Context: an optimization exercise on an open-source flow, tuned for small area and a short achievable clock period. The choices shown serve that exercise and are no tape-out recipe. For this run, only the layout was checked, not whether the RTL still works. Power is estimated from default activity; no workload was simulated.

===== flow/config.mk =====
export PLATFORM = sky130hd
export DESIGN_NAME = RGB_to_Gray
export DESIGN_NICKNAME = RGB_to_Gray
export VERILOG_FILES = /design/flow/design.v
export SDC_FILE = /design/flow/constraint.sdc
export NUM_CORES = 8
export LEC_CHECK = 0
export CAP_MARGIN = 20
export CORE_MARGIN = 2
export CORE_UTILIZATION = 40
export SLEW_MARGIN = 20
export SYNTH_HIERARCHICAL = 1
export SYNTH_MINIMUM_KEEP_SIZE = 0

===== flow/constraint.sdc =====
create_clock -name core_clock -period 16.0 [get_ports {CLK}]
set_input_delay 3.2000 -clock core_clock [delete_from_list [all_inputs] [get_ports {CLK}]]
set_output_delay 3.2000 -clock core_clock [all_outputs]
set_load 0.01 [all_outputs]

===== flow/design.v =====
module RGB_to_Gray(input CLK, input [7:0] R, input [7:0] G, input [7:0] B, input In_Valid, output reg [7:0] Gray, output reg Out_Valid);
    reg [7:0] r, g, b; reg v0;
    always @(posedge CLK) begin r <= R; g <= G; b <= B; v0 <= In_Valid; end
    wire w8 = ({r[7], r[6], r[5], r[4], r[3], r[2], r[1], r[0]} >= 8'd2);
    wire w9 = ({r[7], r[6], r[5], r[4], r[3], r[2], r[1], r[0]} >= 8'd4);
    wire w10 = ({r[7], r[6], r[5], r[4], r[3], r[2], r[1], r[0]} >= 8'd7);
    wire w11 = ({r[7], r[6], r[5], r[4], r[3], r[2], r[1], r[0]} >= 8'd14);
    wire w12 = ({r[7], r[6], r[5], r[4], r[3], r[2], r[1], r[0]} >= 8'd27);
    wire w13 = ({r[7], r[6], r[5], r[4], r[3], r[2], r[1], r[0]} >= 8'd54);
    wire w14 = ({r[7], r[6], r[5], r[4], r[3], r[2], r[1], r[0]} >= 8'd108);
    wire w15 = ({r[7], r[6], r[5], r[4], r[3], r[2], r[1], r[0]} >= 8'd215);
    wire w24 = ({g[7], g[6], g[5], g[4], g[3], g[2], g[1], g[0]} >= 8'd2);
    wire w25 = ({g[7], g[6], g[5], g[4], g[3], g[2], g[1], g[0]} >= 8'd4);
    wire w26 = ({g[7], g[6], g[5], g[4], g[3], g[2], g[1], g[0]} >= 8'd7);
    wire w27 = ({g[7], g[6], g[5], g[4], g[3], g[2], g[1], g[0]} >= 8'd14);
    wire w28 = ({g[7], g[6], g[5], g[4], g[3], g[2], g[1], g[0]} >= 8'd28);
    wire w29 = ({g[7], g[6], g[5], g[4], g[3], g[2], g[1], g[0]} >= 8'd55);
    wire w30 = ({g[7], g[6], g[5], g[4], g[3], g[2], g[1], g[0]} >= 8'd110);
    wire w31 = ({g[7], g[6], g[5], g[4], g[3], g[2], g[1], g[0]} >= 8'd219);
    wire w41 = ({b[7], b[6], b[5], b[4], b[3], b[2], b[1], b[0]} >= 8'd3);
    wire w42 = ({b[7], b[6], b[5], b[4], b[3], b[2], b[1], b[0]} >= 8'd5);
    wire w43 = ({b[7], b[6], b[5], b[4], b[3], b[2], b[1], b[0]} >= 8'd9);
    wire w44 = ({b[7], b[6], b[5], b[4], b[3], b[2], b[1], b[0]} >= 8'd18);
    wire w45 = ({b[7], b[6], b[5], b[4], b[3], b[2], b[1], b[0]} >= 8'd36);
    wire w46 = ({b[7], b[6], b[5], b[4], b[3], b[2], b[1], b[0]} >= 8'd71);
    wire w47 = ({b[7], b[6], b[5], b[4], b[3], b[2], b[1], b[0]} >= 8'd141);
    wire w48_0, w48_1; ha u48 (r[2], r[1], w48_0, w48_1);
    wire w49_0, w49_1; fa u49 (r[3], r[2], r[1], w49_0, w49_1);
    wire w50_0, w50_1; fa u50 (r[4], r[3], r[2], w50_0, w50_1);
    wire w51_0, w51_1; fa u51 (r[5], r[4], r[3], w51_0, w51_1);
    wire w52_0, w52_1; fa u52 (r[6], r[5], r[4], w52_0, w52_1);
    wire w53_0, w53_1; fa u53 (r[7], r[6], r[5], w53_0, w53_1);
    wire w54_0, w54_1; ha u54 (r[1], r[0], w54_0, w54_1);
    wire w55_0, w55_1; fa u55 (r[0], w48_0, w11, w55_0, w55_1);
    wire w56_0, w56_1; fa u56 (w48_1, w12, w49_0, w56_0, w56_1);
    wire w57_0, w57_1; fa u57 (w49_1, w13, w50_0, w57_0, w57_1);
    wire w58_0, w58_1; fa u58 (w50_1, w14, w51_0, w58_0, w58_1);
    wire w59_0, w59_1; fa u59 (w51_1, w15, w52_0, w59_0, w59_1);
    wire w60_0, w60_1; fa u60 (r[0], w52_1, w53_0, w60_0, w60_1);
    wire w61_0, w61_1; ha u61 (r[0], w9, w61_0, w61_1);
    wire w62_0, w62_1; fa u62 (w54_0, w10, w61_1, w62_0, w62_1);
    wire w63_0, w63_1; fa u63 (w54_1, w55_0, w62_1, w63_0, w63_1);
    wire w64_0, w64_1; fa u64 (w55_1, w56_0, w63_1, w64_0, w64_1);
    wire w65_0, w65_1; fa u65 (w56_1, w57_0, w64_1, w65_0, w65_1);
    wire w66_0, w66_1; fa u66 (w57_1, w58_0, w65_1, w66_0, w66_1);
    wire w67_0, w67_1; fa u67 (w58_1, w59_0, w66_1, w67_0, w67_1);
    wire w68_0, w68_1; fa u68 (p59_1_1, p60_0_1, p67_1_1, w68_0, w68_1);
    wire w69_0, w69_1; ha u69 (g[4], g[0], w69_0, w69_1);
    wire w70_0, w70_1; fa u70 (g[5], g[1], w31, w70_0, w70_1);
    wire w71_0, w71_1; fa u71 (g[6], g[2], g[0], w71_0, w71_1);
    wire w72_0, w72_1; ha u72 (g[0], w26, w72_0, w72_1);
    wire w73_0, w73_1; fa u73 (g[1], w27, w72_1, w73_0, w73_1);
    wire w74_0, w74_1; fa u74 (g[2], w28, w73_1, w74_0, w74_1);
    wire w75_0, w75_1; fa u75 (g[3], w29, w74_1, w75_0, w75_1);
    wire w76_0, w76_1; fa u76 (w69_0, w30, w75_1, w76_0, w76_1);
    wire w77_0, w77_1; fa u77 (w69_1, w70_0, w76_1, w77_0, w77_1);
    wire w78_0, w78_1; fa u78 (p70_1_1, p71_0_1, p77_1_1, w78_0, w78_1);
    wire w79 = ~w8;
    wire w80 = w61_0 & w79;
    wire w81 = ~w24;
    wire w82 = w25 & w81;
    wire w83 = ~w9;
    wire w84 = w62_0 & w83;
    wire w85 = ~w25;
    wire w86 = w72_0 & w85;
    wire w87 = ~w10;
    wire w88 = w63_0 & w87;
    wire w89 = ~w26;
    wire w90 = w73_0 & w89;
    wire w91 = ~w11;
    wire w92 = w64_0 & w91;
    wire w93 = ~w27;
    wire w94 = w74_0 & w93;
    wire w95 = ~w12;
    wire w96 = w65_0 & w95;
    wire w97 = ~w28;
    wire w98 = w75_0 & w97;
    wire w99 = ~w13;
    wire w100 = w66_0 & w99;
    wire w101 = ~w29;
    wire w102 = w76_0 & w101;
    wire w103 = ~p14_0_1;
    wire w104 = p67_0_1 & w103;
    wire w105 = ~w30;
    wire w106 = w77_0 & w105;
    wire w107 = ~w15;
    wire w108 = w68_0 & p107_0_1;
    wire w109 = ~w31;
    wire w110 = w78_0 & p109_0_1;
    wire w111_0, w111_1; ha u111 (r[7], r[6], w111_0, w111_1);
    wire w112_0, w112_1; fa u112 (r[7], r[2], r[0], w112_0, w112_1);
    wire w113_0, w113_1; fa u113 (g[7], g[3], g[1], w113_0, w113_1);
    wire w114_0, w114_1; fa u114 (r[3], r[1], r[0], w114_0, w114_1);
    wire w115_0, w115_1; fa u115 (r[4], r[2], r[1], w115_0, w115_1);
    wire w116_0, w116_1; fa u116 (r[5], r[3], r[2], w116_0, w116_1);
    wire w117_0, w117_1; ha u117 (r[0], g[6], w117_0, w117_1);
    wire w118_0, w118_1; fa u118 (r[6], r[4], r[3], w118_0, w118_1);
    wire w119_0, w119_1; fa u119 (r[1], g[7], g[5], w119_0, w119_1);
    wire w120_0, w120_1; fa u120 (r[7], r[5], r[4], w120_0, w120_1);
    wire w121_0, w121_1; ha u121 (r[2], g[6], w121_0, w121_1);
    wire w122_0, w122_1; fa u122 (r[6], r[5], r[3], w122_0, w122_1);
    wire w123_0, w123_1; ha u123 (g[7], g[6], w123_0, w123_1);
    wire w124_0, w124_1; fa u124 (r[7], r[6], r[4], w124_0, w124_1);
    wire w125_0, w125_1; ha u125 (r[0], g[7], w125_0, w125_1);
    wire w126_0, w126_1; ha u126 (r[7], r[5], w126_0, w126_1);
    wire w127_0, w127_1; ha u127 (r[5], r[2], w127_0, w127_1);
    wire w128_0, w128_1; fa u128 (r[6], r[3], r[2], w128_0, w128_1);
    wire w129_0, w129_1; fa u129 (r[7], r[4], r[3], w129_0, w129_1);
    wire w130_0, w130_1; fa u130 (r[5], r[4], r[1], w130_0, w130_1);
    wire w131_0, w131_1; fa u131 (r[6], r[5], r[2], w131_0, w131_1);
    wire w132_0, w132_1; ha u132 (r[7], r[6], w132_0, w132_1);
    wire w133_0, w133_1; fa u133 (r[1], w111_0, w53_1, w133_0, w133_1);
    wire w134_0, w134_1; fa u134 (g[0], w111_1, w71_1, w134_0, w134_1);
    wire w135_0, w135_1; ha u135 (w112_0, w113_0, w135_0, w135_1);
    wire w136_0, w136_1; fa u136 (g[4], g[2], g[1], w136_0, w136_1);
    wire w137_0, w137_1; fa u137 (w112_1, w113_1, w114_0, w137_0, w137_1);
    wire w138_0, w138_1; fa u138 (g[5], g[3], g[2], w138_0, w138_1);
    wire w139_0, w139_1; fa u139 (g[0], w114_1, w115_0, w139_0, w139_1);
    wire w140_0, w140_1; fa u140 (g[4], g[3], g[1], w140_0, w140_1);
    wire w141_0, w141_1; fa u141 (w117_0, w115_1, w116_0, w141_0, w141_1);
    wire w142_0, w142_1; fa u142 (g[4], g[2], w117_1, w142_0, w142_1);
    wire w143_0, w143_1; fa u143 (w116_1, w118_0, w119_0, w143_0, w143_1);
    wire w144_0, w144_1; fa u144 (g[5], g[3], w121_0, w144_0, w144_1);
    wire w145_0, w145_1; fa u145 (w118_1, w119_1, w120_0, w145_0, w145_1);
    wire w146_0, w146_1; fa u146 (g[4], g[0], w121_1, w146_0, w146_1);
    wire w147_0, w147_1; fa u147 (w123_0, w120_1, w122_0, w147_0, w147_1);
    wire w148_0, w148_1; fa u148 (g[5], g[1], w123_1, w148_0, w148_1);
    wire w149_0, w149_1; fa u149 (w125_0, w122_1, w124_0, w149_0, w149_1);
    wire w150_0, w150_1; fa u150 (r[1], g[6], g[2], w150_0, w150_1);
    wire w151_0, w151_1; fa u151 (w125_1, w126_0, w124_1, w151_0, w151_1);
    wire w152_0, w152_1; fa u152 (r[6], r[2], g[7], w152_0, w152_1);
    wire w153_0, w153_1; fa u153 (g[3], g[0], w126_1, w153_0, w153_1);
    wire w154_0, w154_1; fa u154 (r[7], r[3], r[0], w154_0, w154_1);
    wire w155_0, w155_1; fa u155 (g[4], g[1], g[0], w155_0, w155_1);
    wire w156_0, w156_1; fa u156 (r[4], r[1], r[0], w156_0, w156_1);
    wire w157_0, w157_1; fa u157 (g[5], g[2], g[1], w157_0, w157_1);
    wire w158_0, w158_1; fa u158 (r[1], g[6], g[3], w158_0, w158_1);
    wire w159_0, w159_1; fa u159 (g[2], g[0], w127_0, w159_0, w159_1);
    wire w160_0, w160_1; fa u160 (g[7], g[4], g[3], w160_0, w160_1);
    wire w161_0, w161_1; fa u161 (g[1], w127_1, w128_0, w161_0, w161_1);
    wire w162_0, w162_1; fa u162 (r[0], g[5], g[4], w162_0, w162_1);
    wire w163_0, w163_1; fa u163 (g[2], w128_1, w129_0, w163_0, w163_1);
    wire w164_0, w164_1; fa u164 (g[6], g[5], g[3], w164_0, w164_1);
    wire w165_0, w165_1; fa u165 (g[0], w129_1, w130_0, w165_0, w165_1);
    wire w166_0, w166_1; fa u166 (g[7], g[6], g[4], w166_0, w166_1);
    wire w167_0, w167_1; fa u167 (g[1], w130_1, w131_0, w167_0, w167_1);
    wire w168_0, w168_1; fa u168 (r[3], g[7], g[5], w168_0, w168_1);
    wire w169_0, w169_1; fa u169 (g[2], w132_0, w131_1, w169_0, w169_1);
    wire w170_0, w170_1; fa u170 (r[7], r[4], g[6], w170_0, w170_1);
    wire w171_0, w171_1; ha u171 (g[3], w132_1, w171_0, w171_1);
    wire w172_0, w172_1; ha u172 (r[5], g[7], w172_0, w172_1);
    wire w173_0, w173_1; ha u173 (w133_0, w60_1, w173_0, w173_1);
    wire w174_0, w174_1; fa u174 (w133_1, w135_0, w134_0, w174_0, w174_1);
    wire w175_0, w175_1; fa u175 (w136_0, w135_1, w134_1, w175_0, w175_1);
    wire w176_0, w176_1; fa u176 (w136_1, w138_0, w137_1, w176_0, w176_1);
    wire w177_0, w177_1; fa u177 (w138_1, w140_0, w139_1, w177_0, w177_1);
    wire w178_0, w178_1; fa u178 (w140_1, w142_0, w141_1, w178_0, w178_1);
    wire w179_0, w179_1; fa u179 (w142_1, w144_0, w143_1, w179_0, w179_1);
    wire w180_0, w180_1; fa u180 (w144_1, w146_0, w145_1, w180_0, w180_1);
    wire w181_0, w181_1; fa u181 (w146_1, w148_0, w147_1, w181_0, w181_1);
    wire w182_0, w182_1; fa u182 (w150_0, w148_1, w149_1, w182_0, w182_1);
    wire w183_0, w183_1; fa u183 (w150_1, w152_0, w153_0, w183_0, w183_1);
    wire w184_0, w184_1; fa u184 (w152_1, w154_0, w155_0, w184_0, w184_1);
    wire w185_0, w185_1; fa u185 (w154_1, w155_1, w156_0, w185_0, w185_1);
    wire w186_0, w186_1; fa u186 (w156_1, w157_1, w158_0, w186_0, w186_1);
    wire w187_0, w187_1; fa u187 (w158_1, w160_0, w159_1, w187_0, w187_1);
    wire w188_0, w188_1; fa u188 (w160_1, w162_0, w161_1, w188_0, w188_1);
    wire w189_0, w189_1; fa u189 (w162_1, w164_0, w163_1, w189_0, w189_1);
    wire w190_0, w190_1; fa u190 (w164_1, w166_0, w165_1, w190_0, w190_1);
    wire w191_0, w191_1; fa u191 (w166_1, w168_0, w167_1, w191_0, w191_1);
    wire w192_0, w192_1; fa u192 (w168_1, w170_0, w171_0, w192_0, w192_1);
    wire w193_0, w193_1; fa u193 (g[4], w172_0, w170_1, w193_0, w193_1);
    wire w194_0, w194_1; ha u194 (r[6], g[5], w194_0, w194_1);
    wire w195_0, w195_1; ha u195 (p173_0_1, w110, w195_0, w195_1);
    wire w196_0, w196_1; fa u196 (p173_1_1, p174_0_1, w78_1, w196_0, w196_1);
    wire w197_0, w197_1; fa u197 (w137_0, w174_1, w175_0, w197_0, w197_1);
    wire w198_0, w198_1; fa u198 (w139_0, w175_1, w176_0, w198_0, w198_1);
    wire w199_0, w199_1; fa u199 (w141_0, w176_1, w177_0, w199_0, w199_1);
    wire w200_0, w200_1; fa u200 (w143_0, w177_1, w178_0, w200_0, w200_1);
    wire w201_0, w201_1; fa u201 (w145_0, w178_1, w179_0, w201_0, w201_1);
    wire w202_0, w202_1; fa u202 (w147_0, w179_1, w180_0, w202_0, w202_1);
    wire w203_0, w203_1; fa u203 (w149_0, w180_1, w181_0, w203_0, w203_1);
    wire w204_0, w204_1; fa u204 (w151_0, w181_1, w182_0, w204_0, w204_1);
    wire w205_0, w205_1; fa u205 (w151_1, w183_0, w182_1, w205_0, w205_1);
    wire w206_0, w206_1; fa u206 (w153_1, w184_0, w183_1, w206_0, w206_1);
    wire w207_0, w207_1; fa u207 (w157_0, w184_1, w185_0, w207_0, w207_1);
    wire w208_0, w208_1; fa u208 (w159_0, w185_1, w186_0, w208_0, w208_1);
    wire w209_0, w209_1; fa u209 (w186_1, w161_0, w187_0, w209_0, w209_1);
    wire w210_0, w210_1; fa u210 (w163_0, w187_1, w188_0, w210_0, w210_1);
    wire w211_0, w211_1; fa u211 (w165_0, w188_1, w189_0, w211_0, w211_1);
    wire w212_0, w212_1; fa u212 (w167_0, w189_1, w190_0, w212_0, w212_1);
    wire w213_0, w213_1; fa u213 (w169_0, w190_1, w191_0, w213_0, w213_1);
    wire w214_0, w214_1; fa u214 (w169_1, w192_0, w191_1, w214_0, w214_1);
    wire w215_0, w215_1; fa u215 (w171_1, w193_0, w192_1, w215_0, w215_1);
    wire w216_0, w216_1; fa u216 (w172_1, w194_0, w193_1, w216_0, w216_1);
    wire w217_0, w217_1; fa u217 (r[7], g[6], w194_1, w217_0, w217_1);
    wire w218_0, w218_1; ha u218 (w205_1, w206_0, w218_0, w218_1);
    wire w219_0, w219_1; ha u219 (w206_1, w207_0, w219_0, w219_1);
    wire w220_0, w220_1; ha u220 (w207_1, w208_0, w220_0, w220_1);
    wire w221_0, w221_1; ha u221 (w208_1, w209_0, w221_0, w221_1);
    wire w222_0, w222_1; ha u222 (w209_1, w210_0, w222_0, w222_1);
    wire w223_0, w223_1; ha u223 (w210_1, w211_0, w223_0, w223_1);
    wire w224_0, w224_1; ha u224 (w211_1, w212_0, w224_0, w224_1);
    wire w225_0, w225_1; ha u225 (w212_1, w213_0, w225_0, w225_1);
    wire w226_0, w226_1; ha u226 (p213_1_1, p214_0_1, w226_0, w226_1);
    wire w227_0, w227_1; ha u227 (p214_1_1, p215_0_1, w227_0, w227_1);
    wire w228_0, w228_1; ha u228 (p215_1_1, p216_0_1, w228_0, w228_1);
    wire w229_0, w229_1; ha u229 (p216_1_1, p217_0_1, w229_0, w229_1);
    wire w230_0, w230_1; ha u230 (p217_1_1, p23_0_1, w230_0, w230_1);
    wire w231 = w219_1 | (w219_0 & w218_1);
    wire w233 = w221_1 | (w221_0 & w220_1);
    wire w234 = w221_0 & w220_0;
    wire w235 = w223_1 | (w223_0 & w222_1);
    wire w236 = w223_0 & w222_0;
    wire w237 = w225_1 | (w225_0 & w224_1);
    wire w238 = w225_0 & w224_0;
    wire w239 = w227_1 | (w227_0 & w226_1);
    wire w240 = w227_0 & w226_0;
    wire w241 = w229_1 | (w229_0 & w228_1);
    wire w242 = w229_0 & w228_0;
    wire w245 = w233 | (w234 & w231);
    wire w247 = w224_1 | (w224_0 & w235);
    wire w248 = w224_0 & w236;
    wire w249 = w237 | (w238 & w235);
    wire w250 = w238 & w236;
    wire w251 = w228_1 | (w228_0 & w239);
    wire w252 = w228_0 & w240;
    wire w253 = w241 | (w242 & w239);
    wire w254 = w242 & w240;
    wire w255 = w222_1 | (w222_0 & w245);
    wire w257 = w235 | (w236 & w245);
    wire w259 = w247 | (w248 & w245);
    wire w261 = w249 | (w250 & w245);
    wire w263 = w230_1 | (w230_0 & w253);
    wire w264 = w230_0 & w254;
    wire w265 = w226_1 | (w226_0 & p261_0_1);
    wire w267 = w239 | (w240 & p261_0_1);
    wire w269 = w251 | (w252 & p261_0_1);
    wire w271 = w253 | (w254 & p261_0_1);
    wire w273 = w263 | (w264 & p261_0_1);
    wire w275 = |{w210_1, w211_1, w212_1, w213_1, w214_1, w215_1, w216_1, w217_1, w211_0, w212_0, w213_0, w214_0, w215_0, w216_0, w217_0, g[7], w255};
    wire w276 = |{w211_1, w212_1, w213_1, w214_1, w215_1, w216_1, w217_1, w212_0, w213_0, w214_0, w215_0, w216_0, w217_0, g[7], w257};
    wire w277 = |{w212_1, w213_1, w214_1, w215_1, w216_1, w217_1, w213_0, w214_0, w215_0, w216_0, w217_0, g[7], w259};
    wire w278 = |{p213_1_1, p214_1_1, p215_1_1, p216_1_1, p217_1_1, p214_0_1, p215_0_1, p216_0_1, p217_0_1, p23_0_1, p261_0_1};
    wire w279 = |{p214_1_1, p215_1_1, p216_1_1, p217_1_1, p215_0_1, p216_0_1, p217_0_1, p23_0_1, w265};
    wire w280 = |{p215_1_1, p216_1_1, p217_1_1, p216_0_1, p217_0_1, p23_0_1, w267};
    wire w281 = |{p216_1_1, p217_1_1, p217_0_1, p23_0_1, w269};
    wire w282 = |{p217_1_1, p23_0_1, w271};
    wire w283 = |{w273};
    wire w284 = ~b[0];
    wire w285 = ~b[1];
    wire w286 = ~b[2];
    wire w287 = ~b[3];
    wire w288 = ~b[4];
    wire w289 = ~b[5];
    wire w290 = ~b[6];
    wire w291 = ~b[7];
    wire w292_0, w292_1; fa u292 (b[6], b[4], b[2], w292_0, w292_1);
    wire w293_0, w293_1; ha u293 (b[7], b[5], w293_0, w293_1);
    wire w294_0, w294_1; ha u294 (b[6], b[4], w294_0, w294_1);
    wire w295_0, w295_1; ha u295 (b[7], b[5], w295_0, w295_1);
    wire w296_0, w296_1; ha u296 (b[4], b[2], w296_0, w296_1);
    wire w297_0, w297_1; fa u297 (b[5], b[3], b[1], w297_0, w297_1);
    wire w298_0, w298_1; fa u298 (w284, w47, w292_0, w298_0, w298_1);
    wire w299_0, w299_1; fa u299 (b[3], w285, w293_0, w299_0, w299_1);
    wire w300_0, w300_1; fa u300 (b[0], w286, w293_1, w300_0, w300_1);
    wire w301_0, w301_1; fa u301 (b[1], w287, w294_1, w301_0, w301_1);
    wire w302_0, w302_1; fa u302 (b[6], b[2], w288, w302_0, w302_1);
    wire w303_0, w303_1; ha u303 (b[2], b[0], w303_0, w303_1);
    wire w304_0, w304_1; fa u304 (b[3], b[1], w44, w304_0, w304_1);
    wire w305_0, w305_1; fa u305 (b[0], w296_0, w45, w305_0, w305_1);
    wire w306_0, w306_1; fa u306 (w296_1, w46, w297_0, w306_0, w306_1);
    wire w307; xn u307 (w297_1, w298_0, w307);
    wire w308 = w297_1 | w298_0;
    wire w309_0, w309_1; fa u309 (w292_1, w299_0, w298_1, w309_0, w309_1);
    wire w310_0, w310_1; fa u310 (w294_0, w299_1, w300_0, w310_0, w310_1);
    wire w311_0, w311_1; fa u311 (w295_0, w300_1, w301_0, w311_0, w311_1);
    wire w312_0, w312_1; fa u312 (w295_1, w302_0, w301_1, w312_0, w312_1);
    wire w313_0, w313_1; ha u313 (b[0], w41, w313_0, w313_1);
    wire w314_0, w314_1; fa u314 (b[1], w42, w313_1, w314_0, w314_1);
    wire w315_0, w315_1; fa u315 (w303_0, w43, w314_1, w315_0, w315_1);
    wire w316_0, w316_1; fa u316 (w303_1, w304_0, w315_1, w316_0, w316_1);
    wire w317_0, w317_1; fa u317 (w304_1, w305_0, w316_1, w317_0, w317_1);
    wire w318_0, w318_1; fa u318 (w305_1, w306_0, w317_1, w318_0, w318_1);
    wire w319_0, w319_1; fa u319 (w306_1, w307, w318_1, w319_0, w319_1);
    wire w320_0, w320_1; fa u320 (p308_0_1, p309_0_1, p319_1_1, w320_0, w320_1);
    wire w321_0, w321_1; fa u321 (p309_1_1, p310_0_1, w320_1, w321_0, w321_1);
    wire w322_0, w322_1; fa u322 (p310_1_1, p311_0_1, w321_1, w322_0, w322_1);
    wire w323_0, w323_1; fa u323 (p311_1_1, p312_0_1, w322_1, w323_0, w323_1);
    wire w324 = ~w42;
    wire w325 = w315_0 & w324;
    wire w326 = w325 & w275;
    wire w327 = ~p326_0_1;
    wire w328 = ~w43;
    wire w329 = w316_0 & w328;
    wire w330 = w329 & w276;
    wire w331 = ~p330_0_1;
    wire w332 = ~w44;
    wire w333 = w317_0 & w332;
    wire w334 = p333_0_1 & p277_0_1;
    wire w335 = ~w334;
    wire w336 = ~w45;
    wire w337 = w318_0 & w336;
    wire w338 = p337_0_1 & w278;
    wire w339 = ~w338;
    wire w340 = ~w46;
    wire w341 = w319_0 & w340;
    wire w342 = p341_0_1 & w279;
    wire w343 = ~w342;
    wire w344 = ~p47_0_1;
    wire w345 = w320_0 & w344;
    wire w346 = w345 & w280;
    wire w347 = ~w346;
    wire w348 = w321_0 & w281;
    wire w349 = ~w348;
    wire w350 = w322_0 & w282;
    wire w351 = ~w350;
    wire w352 = w323_0 & w283;
    wire w353 = ~w352;
    wire w354_0, w354_1; fa u354 (b[7], b[3], w289, w354_0, w354_1);
    wire w355_0, w355_1; ha u355 (w284, w302_1, w355_0, w355_1);
    wire w356_0, w356_1; ha u356 (b[4], w290, w356_0, w356_1);
    wire w357_0, w357_1; ha u357 (b[7], b[5], w357_0, w357_1);
    wire w358_0, w358_1; ha u358 (b[6], b[1], w358_0, w358_1);
    wire w359_0, w359_1; ha u359 (b[7], b[2], w359_0, w359_1);
    wire w360_0, w360_1; fa u360 (w354_0, w355_0, w312_1, w360_0, w360_1);
    wire w361_0, w361_1; fa u361 (w285, w356_0, w354_1, w361_0, w361_1);
    wire w362_0, w362_1; ha u362 (w355_1, w197_0, w362_0, w362_1);
    wire w363_0, w363_1; fa u363 (b[5], w291, w286, w363_0, w363_1);
    wire w364_0, w364_1; fa u364 (w356_1, w197_1, w198_0, w364_0, w364_1);
    wire w365_0, w365_1; fa u365 (b[6], w287, w198_1, w365_0, w365_1);
    wire w366 = ~w199_0;
    wire w367_0, w367_1; fa u367 (b[7], w288, w284, w367_0, w367_1);
    wire w368_0, w368_1; ha u368 (w199_1, w200_0, w368_0, w368_1);
    wire w369_0, w369_1; fa u369 (w289, w285, w200_1, w369_0, w369_1);
    wire w370_0, w370_1; fa u370 (b[0], w290, w286, w370_0, w370_1);
    wire w371_0, w371_1; fa u371 (b[1], w291, w287, w371_0, w371_1);
    wire w372_0, w372_1; fa u372 (b[2], b[0], w288, w372_0, w372_1);
    wire w373_0, w373_1; ha u373 (w203_1, w204_0, w373_0, w373_1);
    wire w374_0, w374_1; fa u374 (b[3], b[1], w289, w374_0, w374_1);
    wire w375; xn u375 (w204_1, w205_0, w375);
    wire w376 = w204_1 | w205_0;
    wire w377_0, w377_1; fa u377 (b[4], b[2], w290, w377_0, w377_1);
    wire w378_0, w378_1; fa u378 (w284, w206_0, w205_1, w378_0, w378_1);
    wire w379_0, w379_1; fa u379 (b[5], b[3], w291, w379_0, w379_1);
    wire w380_0, w380_1; fa u380 (w285, w207_0, w206_1, w380_0, w380_1);
    wire w381_0, w381_1; fa u381 (b[6], b[4], w286, w381_0, w381_1);
    wire w382; xn u382 (w207_1, w208_0, w382);
    wire w383 = w207_1 | w208_0;
    wire w384_0, w384_1; fa u384 (b[0], w287, w357_0, w384_0, w384_1);
    wire w385; xn u385 (w208_1, w209_0, w385);
    wire w386 = w208_1 | w209_0;
    wire w387_0, w387_1; fa u387 (w288, w357_1, w358_0, w387_0, w387_1);
    wire w388; xn u388 (w209_1, w210_0, w388);
    wire w389 = w209_1 | w210_0;
    wire w390_0, w390_1; fa u390 (w289, w358_1, w359_0, w390_0, w390_1);
    wire w391; xn u391 (w210_1, w211_0, w391);
    wire w392 = w210_1 | w211_0;
    wire w393_0, w393_1; fa u393 (b[3], w290, w359_1, w393_0, w393_1);
    wire w394; xn u394 (w211_1, w212_0, w394);
    wire w395 = w211_1 | w212_0;
    wire w396_0, w396_1; fa u396 (b[4], w291, w212_1, w396_0, w396_1);
    wire w397 = ~w213_0;
    wire w398_0, w398_1; ha u398 (b[5], w213_1, w398_0, w398_1);
    wire w399_0, w399_1; ha u399 (p38_0_1, p215_0_1, w399_0, w399_1);
    wire w400_0, w400_1; ha u400 (p39_0_1, p216_0_1, w400_0, w400_1);
    wire w401_0, w401_1; ha u401 (w80, w325, w401_0, w401_1);
    wire w402_0, w402_1; fa u402 (w82, w84, w329, w402_0, w402_1);
    wire w403_0, w403_1; fa u403 (p86_0_1, p88_0_1, p333_0_1, w403_0, w403_1);
    wire w404_0, w404_1; fa u404 (p90_0_1, p92_0_1, p337_0_1, w404_0, w404_1);
    wire w405_0, w405_1; fa u405 (p94_0_1, p96_0_1, p341_0_1, w405_0, w405_1);
    wire w406_0, w406_1; fa u406 (p98_0_1, p100_0_1, w345, w406_0, w406_1);
    wire w407_0, w407_1; fa u407 (p102_0_1, w104, w321_0, w407_0, w407_1);
    wire w408_0, w408_1; fa u408 (p106_0_1, w108, w322_0, w408_0, w408_1);
    wire w409_0, w409_1; fa u409 (w68_1, w195_0, w323_0, w409_0, w409_1);
    wire w410_0, w410_1; fa u410 (p360_0_1, w196_0, w195_1, w410_0, w410_1);
    wire w411_0, w411_1; fa u411 (w361_0, w360_1, w362_0, w411_0, w411_1);
    wire w412_0, w412_1; fa u412 (w363_0, w361_1, w362_1, w412_0, w412_1);
    wire w413_0, w413_1; fa u413 (w363_1, w366, w364_1, w413_0, w413_1);
    wire w414_0, w414_1; fa u414 (w367_0, w199_0, w365_1, w414_0, w414_1);
    wire w415_0, w415_1; fa u415 (w367_1, w201_0, w368_1, w415_0, w415_1);
    wire w416_0, w416_1; fa u416 (w370_0, w201_1, w202_0, w416_0, w416_1);
    wire w417_0, w417_1; fa u417 (w370_1, w371_0, w202_1, w417_0, w417_1);
    wire w418_0, w418_1; fa u418 (w371_1, w372_0, w373_0, w418_0, w418_1);
    wire w419_0, w419_1; fa u419 (w372_1, w374_0, w375, w419_0, w419_1);
    wire w420_0, w420_1; fa u420 (w374_1, w377_0, w376, w420_0, w420_1);
    wire w421_0, w421_1; fa u421 (w377_1, w379_0, w380_0, w421_0, w421_1);
    wire w422_0, w422_1; fa u422 (w379_1, w381_0, w382, w422_0, w422_1);
    wire w423_0, w423_1; fa u423 (w381_1, w384_0, w383, w423_0, w423_1);
    wire w424_0, w424_1; fa u424 (w384_1, w387_0, w386, w424_0, w424_1);
    wire w425_0, w425_1; fa u425 (w387_1, w390_0, w389, w425_0, w425_1);
    wire w426_0, w426_1; fa u426 (w390_1, w393_0, w392, w426_0, w426_1);
    wire w427_0, w427_1; fa u427 (w393_1, w397, w395, w427_0, w427_1);
    wire w428_0, w428_1; fa u428 (w214_0, w213_0, w398_0, w428_0, w428_1);
    wire w429_0, w429_1; fa u429 (p214_1_1, w399_0, p398_1_1, w429_0, w429_1);
    wire w430_0, w430_1; fa u430 (p215_1_1, w400_0, w399_1, w430_0, w430_1);
    wire w431_0, w431_1; fa u431 (p217_0_1, p216_1_1, w400_1, w431_0, w431_1);
    wire w432_0, w432_1; ha u432 (p23_0_1, p217_1_1, w432_0, w432_1);
    wire w433_0, w433_1; ha u433 (p401_0_1, w327, w433_0, w433_1);
    wire w434_0, w434_1; fa u434 (p401_1_1, p402_0_1, w331, w434_0, w434_1);
    wire w435_0, w435_1; fa u435 (p402_1_1, w403_0, w335, w435_0, w435_1);
    wire w436_0, w436_1; fa u436 (w403_1, w404_0, w339, w436_0, w436_1);
    wire w437_0, w437_1; fa u437 (w404_1, w343, w405_0, w437_0, w437_1);
    wire w438_0, w438_1; fa u438 (w405_1, w347, w406_0, w438_0, w438_1);
    wire w439_0, w439_1; fa u439 (w406_1, w349, w407_0, w439_0, w439_1);
    wire w440_0, w440_1; fa u440 (w407_1, w351, w408_0, w440_0, w440_1);
    wire w441_0, w441_1; fa u441 (w408_1, w353, w409_0, w441_0, w441_1);
    wire w442_0, w442_1; fa u442 (w410_0, w323_1, w409_1, w442_0, w442_1);
    wire w443_0, w443_1; fa u443 (p411_0_1, w196_1, w410_1, w443_0, w443_1);
    wire w444_0, w444_1; fa u444 (w364_0, w411_1, w412_0, w444_0, w444_1);
    wire w445_0, w445_1; fa u445 (w365_0, w412_1, w413_0, w445_0, w445_1);
    wire w446_0, w446_1; fa u446 (w368_0, w413_1, w414_0, w446_0, w446_1);
    wire w447_0, w447_1; fa u447 (w369_0, w414_1, w415_0, w447_0, w447_1);
    wire w448_0, w448_1; fa u448 (w369_1, w416_0, w415_1, w448_0, w448_1);
    wire w449_0, w449_1; fa u449 (w203_0, w416_1, w417_0, w449_0, w449_1);
    wire w450; xn u450 (w417_1, w418_0, w450);
    wire w451 = w417_1 | w418_0;
    wire w452_0, w452_1; fa u452 (w373_1, w419_0, w418_1, w452_0, w452_1);
    wire w453_0, w453_1; fa u453 (w378_0, w419_1, w420_0, w453_0, w453_1);
    wire w454_0, w454_1; fa u454 (w378_1, w420_1, w421_0, w454_0, w454_1);
    wire w455_0, w455_1; fa u455 (w380_1, w422_0, w421_1, w455_0, w455_1);
    wire w456_0, w456_1; fa u456 (w385, w422_1, w423_0, w456_0, w456_1);
    wire w457_0, w457_1; fa u457 (w423_1, w388, w424_0, w457_0, w457_1);
    wire w458_0, w458_1; fa u458 (w391, w424_1, w425_0, w458_0, w458_1);
    wire w459_0, w459_1; fa u459 (w394, w425_1, w426_0, w459_0, w459_1);
    wire w460_0, w460_1; fa u460 (w396_0, w426_1, w427_0, w460_0, w460_1);
    wire w461_0, w461_1; fa u461 (w396_1, w427_1, w428_0, w461_0, w461_1);
    wire w462; xn u462 (p428_1_1, w429_0, w462);
    wire w463 = p428_1_1 | w429_0;
    wire w464; xn u464 (w430_0, w429_1, w464);
    wire w465 = w430_0 | w429_1;
    wire w466; xn u466 (w431_0, w430_1, w466);
    wire w467 = w431_0 | w430_1;
    wire w468; xn u468 (w432_0, w431_1, w468);
    wire w469 = w432_0 | w431_1;
    wire w470 = ~w432_1;
    wire w472_0, w472_1; ha u472 (w433_1, w434_0, w472_0, w472_1);
    wire w473_0, w473_1; ha u473 (w434_1, w435_0, w473_0, w473_1);
    wire w474_0, w474_1; ha u474 (w435_1, w436_0, w474_0, w474_1);
    wire w475_0, w475_1; ha u475 (w436_1, w437_0, w475_0, w475_1);
    wire w476_0, w476_1; ha u476 (w437_1, w438_0, w476_0, w476_1);
    wire w477_0, w477_1; ha u477 (w438_1, w439_0, w477_0, w477_1);
    wire w478_0, w478_1; ha u478 (w439_1, w440_0, w478_0, w478_1);
    wire w479_0, w479_1; ha u479 (w440_1, w441_0, w479_0, w479_1);
    wire w480_0, w480_1; ha u480 (w441_1, w442_0, w480_0, w480_1);
    wire w481_0, w481_1; ha u481 (w442_1, w443_0, w481_0, w481_1);
    wire w482_0, w482_1; ha u482 (w443_1, p444_0_1, w482_0, w482_1);
    wire w483_0, w483_1; ha u483 (p444_1_1, p445_0_1, w483_0, w483_1);
    wire w484_0, w484_1; ha u484 (p445_1_1, p446_0_1, w484_0, w484_1);
    wire w485_0, w485_1; ha u485 (p446_1_1, p447_0_1, w485_0, w485_1);
    wire w486_0, w486_1; ha u486 (p447_1_1, p448_0_1, w486_0, w486_1);
    wire w487_0, w487_1; ha u487 (w448_1, w449_0, w487_0, w487_1);
    wire w488_0, w488_1; ha u488 (w449_1, w450, w488_0, w488_1);
    wire w489_0, w489_1; ha u489 (w451, w452_0, w489_0, w489_1);
    wire w490_0, w490_1; ha u490 (w452_1, w453_0, w490_0, w490_1);
    wire w491_0, w491_1; ha u491 (p453_1_1, p454_0_1, w491_0, w491_1);
    wire w492_0, w492_1; ha u492 (w454_1, w455_0, w492_0, w492_1);
    wire w493_0, w493_1; ha u493 (w455_1, w456_0, w493_0, w493_1);
    wire w494_0, w494_1; ha u494 (w456_1, w457_0, w494_0, w494_1);
    wire w495_0, w495_1; ha u495 (w457_1, w458_0, w495_0, w495_1);
    wire w496_0, w496_1; ha u496 (p458_1_1, p459_0_1, w496_0, w496_1);
    wire w497_0, w497_1; ha u497 (p459_1_1, p460_0_1, w497_0, w497_1);
    wire w498_0, w498_1; ha u498 (p460_1_1, p461_0_1, w498_0, w498_1);
    wire w499_0, w499_1; ha u499 (p461_1_1, w462, w499_0, w499_1);
    wire w500_0, w500_1; ha u500 (w463, w464, w500_0, w500_1);
    wire w501_0, w501_1; ha u501 (w465, w466, w501_0, w501_1);
    wire w502_0, w502_1; ha u502 (w467, w468, w502_0, w502_1);
    wire w503_0, w503_1; ha u503 (w469, w470, w503_0, w503_1);
    wire w504 = p495_1_1 | (p495_0_1 & p494_1_1);
    wire w505 = p495_0_1 & p494_0_1;
    wire w506 = w493_1 | (w493_0 & w492_1);
    wire w507 = w493_0 & w492_0;
    wire w508 = w504 | (w505 & p506_0_1);
    wire w509 = w505 & p507_0_1;
    wire w510 = w491_1 | (w491_0 & p490_1_1);
    wire w511 = w491_0 & p490_0_1;
    wire w512 = w510 | (w511 & p489_1_1);
    wire w513 = w511 & p489_0_1;
    wire w514 = w508 | (w509 & w512);
    wire w515 = w509 & w513;
    wire w516 = w488_1 | (w488_0 & w487_1);
    wire w517 = p488_0_1 & p487_0_1;
    wire w518 = p516_0_1 | (w517 & w486_1);
    wire w519 = w517 & w486_0;
    wire w520 = w485_1 | (w485_0 & w484_1);
    wire w521 = w485_0 & w484_0;
    wire w522 = w520 | (w521 & w483_1);
    wire w523 = w521 & w483_0;
    wire w524 = w518 | (w519 & w522);
    wire w525 = w519 & w523;
    wire w526 = w514 | (w515 & w524);
    wire w527 = w515 & w525;
    wire w528 = w482_1 | (w482_0 & w481_1);
    wire w529 = w482_0 & w481_0;
    wire w530 = w528 | (w529 & w480_1);
    wire w531 = w529 & w480_0;
    wire w532 = w479_1 | (w479_0 & w478_1);
    wire w533 = w479_0 & w478_0;
    wire w534 = w532 | (w533 & w477_1);
    wire w535 = w533 & w477_0;
    wire w536 = w530 | (w531 & w534);
    wire w537 = w531 & w535;
    wire w538 = w476_1 | (w476_0 & w475_1);
    wire w539 = w476_0 & w475_0;
    wire w540 = w538 | (w539 & w474_1);
    wire w541 = w539 & w474_0;
    wire w542 = w473_1 | (w473_0 & w472_1);
    wire w543 = w473_0 & w472_0;
    wire w544 = w542 | (w543 & w433_0);
    wire w546 = w540 | (w541 & w544);
    wire w548 = w536 | (w537 & w546);
    wire w550 = w526 | (w527 & w548);
    wire w552 = p496_1_1 | (p496_0_1 & p550_0_1);
    wire w553 = p497_1_1 | (p497_0_1 & w552);
    wire w555 = w499_1 | (w499_0 & w498_1);
    wire w556 = p499_0_1 & p498_0_1;
    wire w557 = w501_1 | (w501_0 & w500_1);
    wire w558 = p501_0_1 & p500_0_1;
    wire w561 = p498_1_1 | (p498_0_1 & w553);
    wire w563 = p555_0_1 | (w556 & w553);
    wire w565 = w502_1 | (w502_0 & w557);
    wire w566 = p502_0_1 & w558;
    wire w569 = p500_1_1 | (p500_0_1 & w563);
    wire w571 = p557_0_1 | (w558 & w563);
    wire w573 = p565_0_1 | (w566 & w563);
    wire w577; xr u577 (p496_0_1, p550_0_1, w577);
    wire w578; xr u578 (p497_0_1, w552, w578);
    wire w579; xr u579 (p498_0_1, w553, w579);
    wire w580; xr u580 (p499_0_1, w561, w580);
    wire w581; xr u581 (p500_0_1, w563, w581);
    wire w582; xr u582 (p501_0_1, w569, w582);
    wire w583; xr u583 (p502_0_1, w571, w583);
    wire w584; xr u584 (p503_0_1, w573, w584);
    reg p23_0_1;
    reg p38_0_1;
    reg p39_0_1;
    reg p14_0_1;
    reg p59_1_1;
    reg p60_0_1;
    reg p67_1_1;
    reg p70_1_1;
    reg p71_0_1;
    reg p77_1_1;
    reg p67_0_1;
    reg p107_0_1;
    reg p109_0_1;
    reg p173_0_1;
    reg p173_1_1;
    reg p174_0_1;
    reg p213_1_1;
    reg p214_0_1;
    reg p214_1_1;
    reg p215_0_1;
    reg p215_1_1;
    reg p216_0_1;
    reg p216_1_1;
    reg p217_0_1;
    reg p217_1_1;
    reg p261_0_1;
    reg p47_0_1;
    reg p308_0_1;
    reg p309_0_1;
    reg p319_1_1;
    reg p309_1_1;
    reg p310_0_1;
    reg p310_1_1;
    reg p311_0_1;
    reg p311_1_1;
    reg p312_0_1;
    reg p326_0_1;
    reg p330_0_1;
    reg p333_0_1;
    reg p277_0_1;
    reg p337_0_1;
    reg p341_0_1;
    reg p86_0_1;
    reg p88_0_1;
    reg p90_0_1;
    reg p92_0_1;
    reg p94_0_1;
    reg p96_0_1;
    reg p98_0_1;
    reg p100_0_1;
    reg p102_0_1;
    reg p106_0_1;
    reg p360_0_1;
    reg p398_1_1;
    reg p401_0_1;
    reg p401_1_1;
    reg p402_0_1;
    reg p402_1_1;
    reg p411_0_1;
    reg p428_1_1;
    reg p444_0_1;
    reg p444_1_1;
    reg p445_0_1;
    reg p445_1_1;
    reg p446_0_1;
    reg p446_1_1;
    reg p447_0_1;
    reg p447_1_1;
    reg p448_0_1;
    reg p453_1_1;
    reg p454_0_1;
    reg p458_1_1;
    reg p459_0_1;
    reg p459_1_1;
    reg p460_0_1;
    reg p460_1_1;
    reg p461_0_1;
    reg p461_1_1;
    reg p495_1_1;
    reg p495_0_1;
    reg p494_1_1;
    reg p494_0_1;
    reg p506_0_1;
    reg p507_0_1;
    reg p490_1_1;
    reg p490_0_1;
    reg p489_1_1;
    reg p489_0_1;
    reg p488_0_1;
    reg p487_0_1;
    reg p516_0_1;
    reg p496_1_1;
    reg p496_0_1;
    reg p550_0_1;
    reg p497_1_1;
    reg p497_0_1;
    reg p499_0_1;
    reg p498_1_1;
    reg p498_0_1;
    reg p501_0_1;
    reg p500_1_1;
    reg p500_0_1;
    reg p555_0_1;
    reg p502_0_1;
    reg p557_0_1;
    reg p565_0_1;
    reg p503_0_1;
    always @(posedge CLK) begin
        p23_0_1 <= g[7];
        p38_0_1 <= b[6];
        p39_0_1 <= b[7];
        p14_0_1 <= w14;
        p59_1_1 <= w59_1;
        p60_0_1 <= w60_0;
        p67_1_1 <= w67_1;
        p70_1_1 <= w70_1;
        p71_0_1 <= w71_0;
        p77_1_1 <= w77_1;
        p67_0_1 <= w67_0;
        p107_0_1 <= w107;
        p109_0_1 <= w109;
        p173_0_1 <= w173_0;
        p173_1_1 <= w173_1;
        p174_0_1 <= w174_0;
        p213_1_1 <= w213_1;
        p214_0_1 <= w214_0;
        p214_1_1 <= w214_1;
        p215_0_1 <= w215_0;
        p215_1_1 <= w215_1;
        p216_0_1 <= w216_0;
        p216_1_1 <= w216_1;
        p217_0_1 <= w217_0;
        p217_1_1 <= w217_1;
        p261_0_1 <= w261;
        p47_0_1 <= w47;
        p308_0_1 <= w308;
        p309_0_1 <= w309_0;
        p319_1_1 <= w319_1;
        p309_1_1 <= w309_1;
        p310_0_1 <= w310_0;
        p310_1_1 <= w310_1;
        p311_0_1 <= w311_0;
        p311_1_1 <= w311_1;
        p312_0_1 <= w312_0;
        p326_0_1 <= w326;
        p330_0_1 <= w330;
        p333_0_1 <= w333;
        p277_0_1 <= w277;
        p337_0_1 <= w337;
        p341_0_1 <= w341;
        p86_0_1 <= w86;
        p88_0_1 <= w88;
        p90_0_1 <= w90;
        p92_0_1 <= w92;
        p94_0_1 <= w94;
        p96_0_1 <= w96;
        p98_0_1 <= w98;
        p100_0_1 <= w100;
        p102_0_1 <= w102;
        p106_0_1 <= w106;
        p360_0_1 <= w360_0;
        p398_1_1 <= w398_1;
        p401_0_1 <= w401_0;
        p401_1_1 <= w401_1;
        p402_0_1 <= w402_0;
        p402_1_1 <= w402_1;
        p411_0_1 <= w411_0;
        p428_1_1 <= w428_1;
        p444_0_1 <= w444_0;
        p444_1_1 <= w444_1;
        p445_0_1 <= w445_0;
        p445_1_1 <= w445_1;
        p446_0_1 <= w446_0;
        p446_1_1 <= w446_1;
        p447_0_1 <= w447_0;
        p447_1_1 <= w447_1;
        p448_0_1 <= w448_0;
        p453_1_1 <= w453_1;
        p454_0_1 <= w454_0;
        p458_1_1 <= w458_1;
        p459_0_1 <= w459_0;
        p459_1_1 <= w459_1;
        p460_0_1 <= w460_0;
        p460_1_1 <= w460_1;
        p461_0_1 <= w461_0;
        p461_1_1 <= w461_1;
        p495_1_1 <= w495_1;
        p495_0_1 <= w495_0;
        p494_1_1 <= w494_1;
        p494_0_1 <= w494_0;
        p506_0_1 <= w506;
        p507_0_1 <= w507;
        p490_1_1 <= w490_1;
        p490_0_1 <= w490_0;
        p489_1_1 <= w489_1;
        p489_0_1 <= w489_0;
        p488_0_1 <= w488_0;
        p487_0_1 <= w487_0;
        p516_0_1 <= w516;
        p496_1_1 <= w496_1;
        p496_0_1 <= w496_0;
        p550_0_1 <= w550;
        p497_1_1 <= w497_1;
        p497_0_1 <= w497_0;
        p499_0_1 <= w499_0;
        p498_1_1 <= w498_1;
        p498_0_1 <= w498_0;
        p501_0_1 <= w501_0;
        p500_1_1 <= w500_1;
        p500_0_1 <= w500_0;
        p555_0_1 <= w555;
        p502_0_1 <= w502_0;
        p557_0_1 <= w557;
        p565_0_1 <= w565;
        p503_0_1 <= w503_0;
    end
    reg v1; always @(posedge CLK) v1 <= v0;
    reg v2; always @(posedge CLK) v2 <= v1;
    always @(posedge CLK) begin Gray <= {w584, w583, w582, w581, w580, w579, w578, w577}; Out_Valid <= v2; end
endmodule
module fa(input a, input b, input c, output s, output co);
    assign s = a ^ b ^ c;
    assign co = (a & b) | (a & c) | (b & c);
endmodule
module ha(input a, input b, output s, output co);
    assign s = a ^ b;
    assign co = a & b;
endmodule
module xr(input a, input b, output y);
    assign y = a ^ b;
endmodule
module xn(input a, input b, output y);
    assign y = ~(a ^ b);
endmodule
module ao(input g1, input p1, input g0, output y);
    assign y = g1 | (p1 & g0);
endmodule
module an2(input a, input b, output y);
    assign y = a & b;
endmodule
module or2(input a, input b, output y);
    assign y = a | b;
endmodule

===== flow/flow/run.sh =====
#!/bin/bash
# Standard ORFS layout with the standard synthesis unchanged. Port buffers are
# sky130_fd_sc_hd__buf_2, and timing repair is asked to reach a setup slack of
# 11.95 ns at the design's own clock period and constraints.
set -euo pipefail
export SETUP_SLACK_MARGIN=11.95
export BUFFER_PORTS_ARGS="-buffer_cell sky130_fd_sc_hd__buf_2"
bash standard.sh synth > synth.log 2>&1
bash standard.sh > layout.log 2>&1

===== flow/standard.sh =====
#!/bin/bash
# synth_recipe.tcl (not shown) runs the flow's synth.tcl, then flattens the netlist and writes it again
# the make line also repeats each setting of config.mk as NAME=value (left out here)
make -C /OpenROAD-flow-scripts/flow DESIGN_CONFIG=/design/flow/config.mk WORK_HOME=/design/flow/orfs CLKGATE_MAP_FILE= SYNTH_SCRIPT=/design/flow/synth_recipe.tcl "${@:-finish}"

==> summary.txt <==
-- path summary, 6_finish.rpt --
kind	slack [ns]	end	depth (start not counted)
min reg2reg	0.33	Out_Valid$_DFF_P_	0
min	0.33	Out_Valid$_DFF_P_	0
max	11.95	Gray[5]	1
max reg2reg	12.03	p550_0_1$_DFF_P_	11
-- state kept, by name (all words and copies together), names as in the netlist, 8 cells and up --
register,cells
Gray,8
b,8
g,8
r,8
-- synth_stat cells (8+ instances only) --
cell type	n	area share (%)
nor2_1	18	0.70
nand3_1	9	0.47
ha_1	84	11
xnor2_1	12	1.1
and3_1	10	0.65
nand2_1	19	0.74
inv_1	24	0.94
dfxtp_1	143	30
o21ai_0	10	0.52
a21oi_1	14	0.73
fa_1	221	46
or2_2	14	0.91
a21o_1	19	1.5
xor2_1	8	0.73
-- final cells by class --
type                       instances  area share (%)
multi-input combinational        497            60.1
sequential                       143            26.3
clock buffer                      20            4.09
timing repair buffer              65            3.87
tap                              319            3.57
clock inverter                    11            1.18
inverter                          24           0.930
-- modules after synthesis, one instance, submodules excluded --
module       cells inside  cell area (sq um)  copies in the design  flip-flops and latches
RGB_to_Gray           339               3970                     1                     143
xr                      1               8.76                     8                       0
xn                      1               8.76                    12                       0
fa                      1               20.0                   221                       0
ha                      1               12.5                    84                       0
-- kinds of logic (layout without fill, tap and decap cells) --
family	Yosys count	in the layout	synth area share (%)
AOI/OAI and AO/OA	70	70	5.02
other	1	1	0.0390
and+or+nand+nor	101	101	5.53
DFF	143	143	29.8
adders and majority gates	305	305	56.9
xor gates and xnor gates	20	20	1.82
buffers and inverters	24	120	0.936
-- per-layer routing --
layer  wire length (um)  GRT usage (%)  vias to the layer above  share of wire (%)
li1                   -              -                     2387                  -
met1               8710           22.3                     2755                 42
met2              10700           30.7                      119                 52
met3                820           3.91                       20                4.0
met4                396           6.12                        0                1.9
met5                  0              0                        -                  0
-- timing repair --
action / 4_1_cts / 5_1_grt
setup endpoints to repair: 48 / 20
pin swaps: 4 / 3
buffers inserted: 10 / 20
gates resized for setup: 35 / 20
hold buffers: 0 / 0
-- where the power goes --
part           leakage [nW]  total (mW)  switching [mW]  internal (mW)
Sequential             1.20       0.552          0.0680          0.484
Clock                 0.285       0.397           0.158          0.239
Combinational          3.19        1.12           0.574          0.550
Total                  4.68        2.07           0.799           1.27
==> flow_metrics.py <==
metrics = {
    "setup_path": {
        "path_class": "reg2out",
        "cp_cell_sequence": "buf_6",
        "critPathSlowestCell": "dfxtp_2",
        "startpoint": "Gray[5]$_DFF_P_",
        "critPathArrivalTime_ns": 0.85,
        "critPathTopFamily": "flip-flops",
        "required_ns": 12.80,
        "r2r_start": "p308_0_1$_DFF_P_",
        "slowest_delay_ns": 0.31,
        "cp-start-kind": "register",
        "cp-end-kind": "primary output",
        "crit_fanout": 1,
        "path_buf_inv": 1,
    },
    "placed_design": {
        "dp_slack_ns": 11.53,
        "gp_congestion": 0.871,
        "hpwl_um": 15800,
        "io_buffers": 34,
        "dp_cells": 1018,
        "placed_area_sq_um": 10200,
    },
    "final_layout": {
        "stdcell_count": 1079,
        "layout_common_cells": "214 x fa_1, 122 x dfxtp_1, 83 x ha_1",
        "final_util_pct": 47.4,
        "area.sequential_sq_um": 2930,
        "final_common_cell": "fa_1",
        "fill_cells": 2124,
        "layout-drive-gt1-share_pct": 19.9,
        "multi_input_area_sq_um": 6710,
        "design_area_sq_um": 11200,
        "area_growth_pct": 16.1,
        "n_antenna_cell": 0,
        "num-nets-final": 1079,
    },
    "routing": {
        "vias": 5281,
        "drtPass1Iterations": 4,
        "wire_per_inst_um": 19.1,
        "drc": 0,
        "drt_iter0_drc": 314,
        "wl_um": 20600,
        "routed_via_density": 4.89,
        "ant_nets": 0,
    },
    "grt": {
        "grt_max_degree": 17,
        "grt_pass1_vias": 6259,
        "grt-ovfl-total": 0,
        "grt_pass1_wl_um": 33800,
        "grt_use_total_pct": 17.8,
        "grt_antenna_before_repair": 0,
    },
    "timing": {
        "hold_viol_final": 0,
        "hold_ws_ns": 0.325,
        "worst_pin_slew_ns": 0.905,
        "timing.slew.headroom_pct": 39.6,
        "finalSetupViolations": 0,
        "skew_ns": 0.00561,
        "setup_tns_ns": 0,
        "max_freq_mhz": 247,
        "report.final.slew_viol_count": 0,
        "timing.final.ws_setup_ns": 11.95,
        "rsz0062_at_grt": "true",
        "layout_min_cycle_time_ns": 4.05,
        "period_share_pct": 25.3,
    },
    "cts": {
        "clockBufferDepth": 2,
        "clkSinkCount": 143,
        "cts_tree": "done",
        "htreeDepth": 4,
        "clk_latency_ns": 0.43,
        "cts_root_buf": "clkbuf_16",
        "clkSlewWorstSetupHoldPaths_ns": 0.06,
        "cts_made_buffers": 17,
    },
    "yosys": {
        "synth_nets": 995,
        "synth_top_flop_cell": "dfxtp_1",
        "synth_seq_cells": 143,
        "syn_area_sq_um": 9620,
        "synth_edf_count": 0,
        "yosysWarnings": 7,
        "avgSynthCellArea_sq_um": 14.5,
        "ys_types": 44,
        "yosysSeqAreaShare_pct": 29.8,
        "synthCells": 664,
        "synthArstFlopShare_pct": 0,
    },
    "floorplanning": {
        "initial_utilization_pct": 40.9,
        "coreArea_sq_um": 23500,
        "die_x_um": 159,
        "dieHeight_um": 159,
        "die-area_sq_um": 25300,
        "rows": 56,
        "io_pins": 35,
    },
    "min_path": {
        "hp-start": "v2$_DFF_P_",
        "hold_class": "reg2reg",
    },
    "flow_run": {
        "cap_violations": 0,
    },
    "power": {
        "total_power_mw": 2.07,
        "vdd_drop_max_v": 0.000109,
        "power.density_nw_per_um2": 186,
        "cellLeakagePower_nw": 4.68,
    },
    "outcome": {
        "status": "finished clean",
    },
}

[afterwards: timing with drivers on the ports]
The flow's constraints put no driver on any port. The routed layout listed below was extracted and timed again, unchanged, in two steps. Step 1: set_driving_cell puts a clkbuf_16 on CLK and a buf_2 on each other input, an assumption about the parent block. Step 2 moves the port delays by t, midway between the first and last clock arrival at a register: inputs arrive t later, outputs are due t later. That takes back most of the time a late clock gives input paths. Slacks: no drivers / after step 1 / after step 2; pairs: no drivers / after step 1.
shift t [ns]: 0.472
setup slack, ns: 11.953 / 11.906 / 12.029
hold WS [ns]: 0.325 / 0.325 / 0.325
latest minus earliest clock arrival (ns): 0.007 / 0.007
cell pins on the clock port's net: 1
After both steps this run still meets setup and hold. The setup slack of this run moves by -0.047 ns with the drivers and by +0.076 ns with both steps.
